This is an optimization exercise on Yosys and OpenROAD, whose aim is small area and a short achievable clock period, not a production implementation. Function was checked by simulation only, so behaviour that the tests miss may differ from the original. The clock port is modelled as an ideal driver, which makes a skipped or thinned clock tree look cheaper than it is; a real chip needs a root buffer or a tree. Power and IR drop assume default switching activity.

== 08-19 ==
==> flow/design.v <==
module FSM_out
(
    input             clk,
    input             reset_n,
    input             req,
    input             fifo_empty,
    input      [63:0] fifo_data,    
    output reg        remove,       
    output reg        load,         
    output reg        strobe_out,
    output reg        data_end,
    output reg  [7:0] data_out
);
reg [3:0] state;
reg       shift;
reg       hold;
reg [55:0] buf_q;
wire idle = (state == 4'd0);
wire start = idle && req && !fifo_empty;
always @(posedge clk)
begin
    if (!reset_n)
    begin
        state  <= 4'd0;
        remove <= 1'b0;
        load   <= 1'b0;
        shift  <= 1'b0;
        hold   <= 1'b1;
    end
    else
    begin
        if (idle)
            state <= start ? 4'd1 : 4'd0;
        else if (state == 4'd10)
            state <= 4'd0;
        else
            state <= state + 4'd1;
        remove <= start;
        load   <= (state == 4'd1);
        shift  <= (state >= 4'd2) && (state <= 4'd8);
        hold   <= !((state >= 4'd1) && (state <= 4'd8));
    end
end
always @(posedge clk)
    buf_q <= fifo_data[63:8] | ({56{shift}} & {8'd0, buf_q[55:8]});
wire [7:0] data_next = fifo_data[7:0] | ({8{shift}} & buf_q[7:0]) | ({8{hold}} & data_out);
always @(posedge clk)
begin
    if (!reset_n)
    begin
        strobe_out <= 1'b0;
        data_end   <= 1'b0;
        data_out   <= 8'd0;
    end
    else
    begin
        data_out <= data_next;
        if (load)
            strobe_out <= 1'b1;
        if (state == 4'd9)
            data_end <= 1'b1;
        else if (state == 4'd10)
        begin
            strobe_out <= 1'b0;
            data_end   <= 1'b0;
        end
    end
end
endmodule
module module_64_8
#(parameter width = 64, parameter depth = 8)
(
    input   clk,
    input   reset_n,
    input   strobe_in,
    input   [width-1:0] input_data,
    input   req_data,
    output  ready,
    output  data_end,
    output  strobe_out,
    output  [7:0] data_out,
    output  [$clog2(depth)-1:0] write_counter
);
localparam aw = $clog2(depth);
reg [width-1:0] mem [depth-1:0];
reg [depth-1:0] rd_ptr;
reg [depth-1:0] rd_sel;
reg [depth-1:0] wr_en;
reg [aw:0] count;
reg        empty;
wire full = count[aw];
wire write = strobe_in && !full;
wire remove;
wire load;
wire [depth-1:0] wr_ptr   = full ? rd_ptr : wr_en;
wire [depth-1:0] wr_ptr_w = {wr_ptr[depth-2:0], wr_ptr[depth-1]};
wire [aw:0] count_w  = remove ? count : count + 1'b1;
wire [aw:0] count_nw = remove ? count - 1'b1 : count;
wire        full_w   = (count_w == depth);
wire        full_nw  = (count_nw == depth);
wire        empty_nw = (count_nw == 0);
assign write_counter = count[aw-1:0];
assign ready = empty;
always @(posedge clk)
begin
    if (!reset_n)
    begin
        count <= 0;
        empty <= 1'b1;
        wr_en <= 1;
    end
    else if (write)
    begin
        count <= count_w;
        empty <= 1'b0;
        wr_en <= full_w ? {depth{1'b0}} : wr_ptr_w;
    end
    else
    begin
        count <= count_nw;
        empty <= empty_nw;
        wr_en <= full_nw ? {depth{1'b0}} : wr_ptr;
    end
end
always @(posedge clk)
begin
    if (!reset_n)
    begin
        rd_ptr <= 1;
        rd_sel <= 0;
    end
    else
    begin
        if (load)
            rd_ptr <= {rd_ptr[depth-2:0], rd_ptr[depth-1]};
        rd_sel <= remove ? rd_ptr : {depth{1'b0}};
    end
end
integer i;
always @(posedge clk)
begin
    for (i = 0; i < depth; i = i + 1)
        if (wr_en[i])
            mem[i] <= input_data;
end
reg [width-1:0] rd_data;
always @*
begin
    rd_data = 0;
    for (i = 0; i < depth; i = i + 1)
        rd_data = rd_data | ({width{rd_sel[i]}} & mem[i]);
end
FSM_out FSM_out_1
(
    .clk        (clk),
    .reset_n    (reset_n),
    .req        (req_data),
    .fifo_empty (empty),
    .fifo_data  (rd_data),
    .remove     (remove),
    .load       (load),
    .strobe_out (strobe_out),
    .data_end   (data_end),
    .data_out   (data_out)
);
endmodule
Settings: LEC_CHECK=0, CAP_MARGIN=20, CORE_MARGIN=2, CORE_UTILIZATION=60, SETUP_SLACK_MARGIN=3.2, SLEW_MARGIN=20, TNS_END_PERCENT=30; clock period 5.0 ns.
standard.sh (not shown) runs the stock make flow with config.mk's settings and CLKGATE_MAP_FILE= SYNTH_SCRIPT=/design/flow/synth_recipe.tcl, a recipe that flattens the netlist after the stock synthesis.
==> flow/flow/run.sh <==
#!/bin/bash
# The standard ORFS layout, with the port buffers made of buf_1 cells (instead of the
# delay cells buffer_ports picks by default), timing repair free to change a cell's
# footprint, a clock tree of about 30 flip-flops per leaf buffer, and the top of the
# clock tree reshaped after CTS (flow/clock_top.tcl).
set -euo pipefail
W=$(pwd)
bash standard.sh MATCH_CELL_FOOTPRINT=0 \
  "BUFFER_PORTS_ARGS=-buffer_cell sky130_fd_sc_hd__buf_1" \
  "CTS_ARGS=-sink_clustering_enable -repair_clock_nets -buf_list {sky130_fd_sc_hd__clkbuf_16} -sink_clustering_size 30 -sink_clustering_max_diameter 80 -dont_use_dummy_load" \
  "POST_CTS_TCL=$W/flow/clock_top.tcl" \
  finish > standard_flow.log 2>&1
Other scripts of this flow, unchanged in this note and not shown: flow/flow/clock_top.tcl
08-19 closes out successfully: all stages finished, all timing, DRC and antenna checks passed.
What 02-26 does differently from 08-19 at the input level:
Settings: clearing TNS_END_PERCENT, which used to be 30.
--- a/flow/flow/run.sh
+++ b/flow/flow/run.sh
@@ -9,3 +9,3 @@
   "BUFFER_PORTS_ARGS=-buffer_cell sky130_fd_sc_hd__buf_1" \
-  "CTS_ARGS=-sink_clustering_enable -repair_clock_nets -buf_list {sky130_fd_sc_hd__clkbuf_16} -sink_clustering_size 30 -sink_clustering_max_diameter 80 -dont_use_dummy_load" \
+  "CTS_ARGS=-sink_clustering_enable -repair_clock_nets -buf_list {sky130_fd_sc_hd__clkbuf_16} -sink_clustering_size 30 -sink_clustering_max_diameter 50 -dont_use_dummy_load" \
   "POST_CTS_TCL=$W/flow/clock_top.tcl" \
02-26 vs 08-19: clock latency of the later-clocked register in the worst-skew pair up
Looking at combinational power share, 02-26 sits 0.3 points lower than 08-19 does.
Between 02-26 and 08-19, the met3 global-route usage is higher for 02-26.
For 08-19, the critical path startpoint was FSM_out_1.data_out[5], unlike 02-26, where it was FSM_out_1.data_out[0].
In the reports for 02-26 and 08-19, the smaller via-per-instance ratio belongs to 08-19.
Diff 02-26 and 08-19: final area higher in 02-26

separate check: timing with driven ports:
Ports are ideal in the flow. The routed layouts listed here were re-timed in OpenROAD. Step 1 sets driving cells, clkbuf_16 on the clock port and buf_2 on the other inputs (assumed; they add their load-dependent delay and slew). Step 2 times the ports against the registers' clock, not the clock port: input delays grow and output delays shrink by t, the midpoint of the rising clock arrivals with the driver on. Three values: ideal, step 1, step 2; two values: the first two.
| run | shift t [ns] | slack for setup (ns) | worst setup path after step 2 | clock arrival spread, ns | cell pins on the clock port's net |
|---|---|---|---|---|---|
| 08-19 | 0.461 | 3.168 / 3.051 / 2.890 | input to register | 0.031 / 0.031 | 4 |
| 02-26 | 0.472 | 3.122 / 3.022 / 2.869 | input to register | 0.045 / 0.045 | 4 |
After both steps every run listed still meets setup and hold. For 08-19, which loses most, drivers alone change the setup slack by -0.117 ns; drivers and shift together by -0.278 ns.
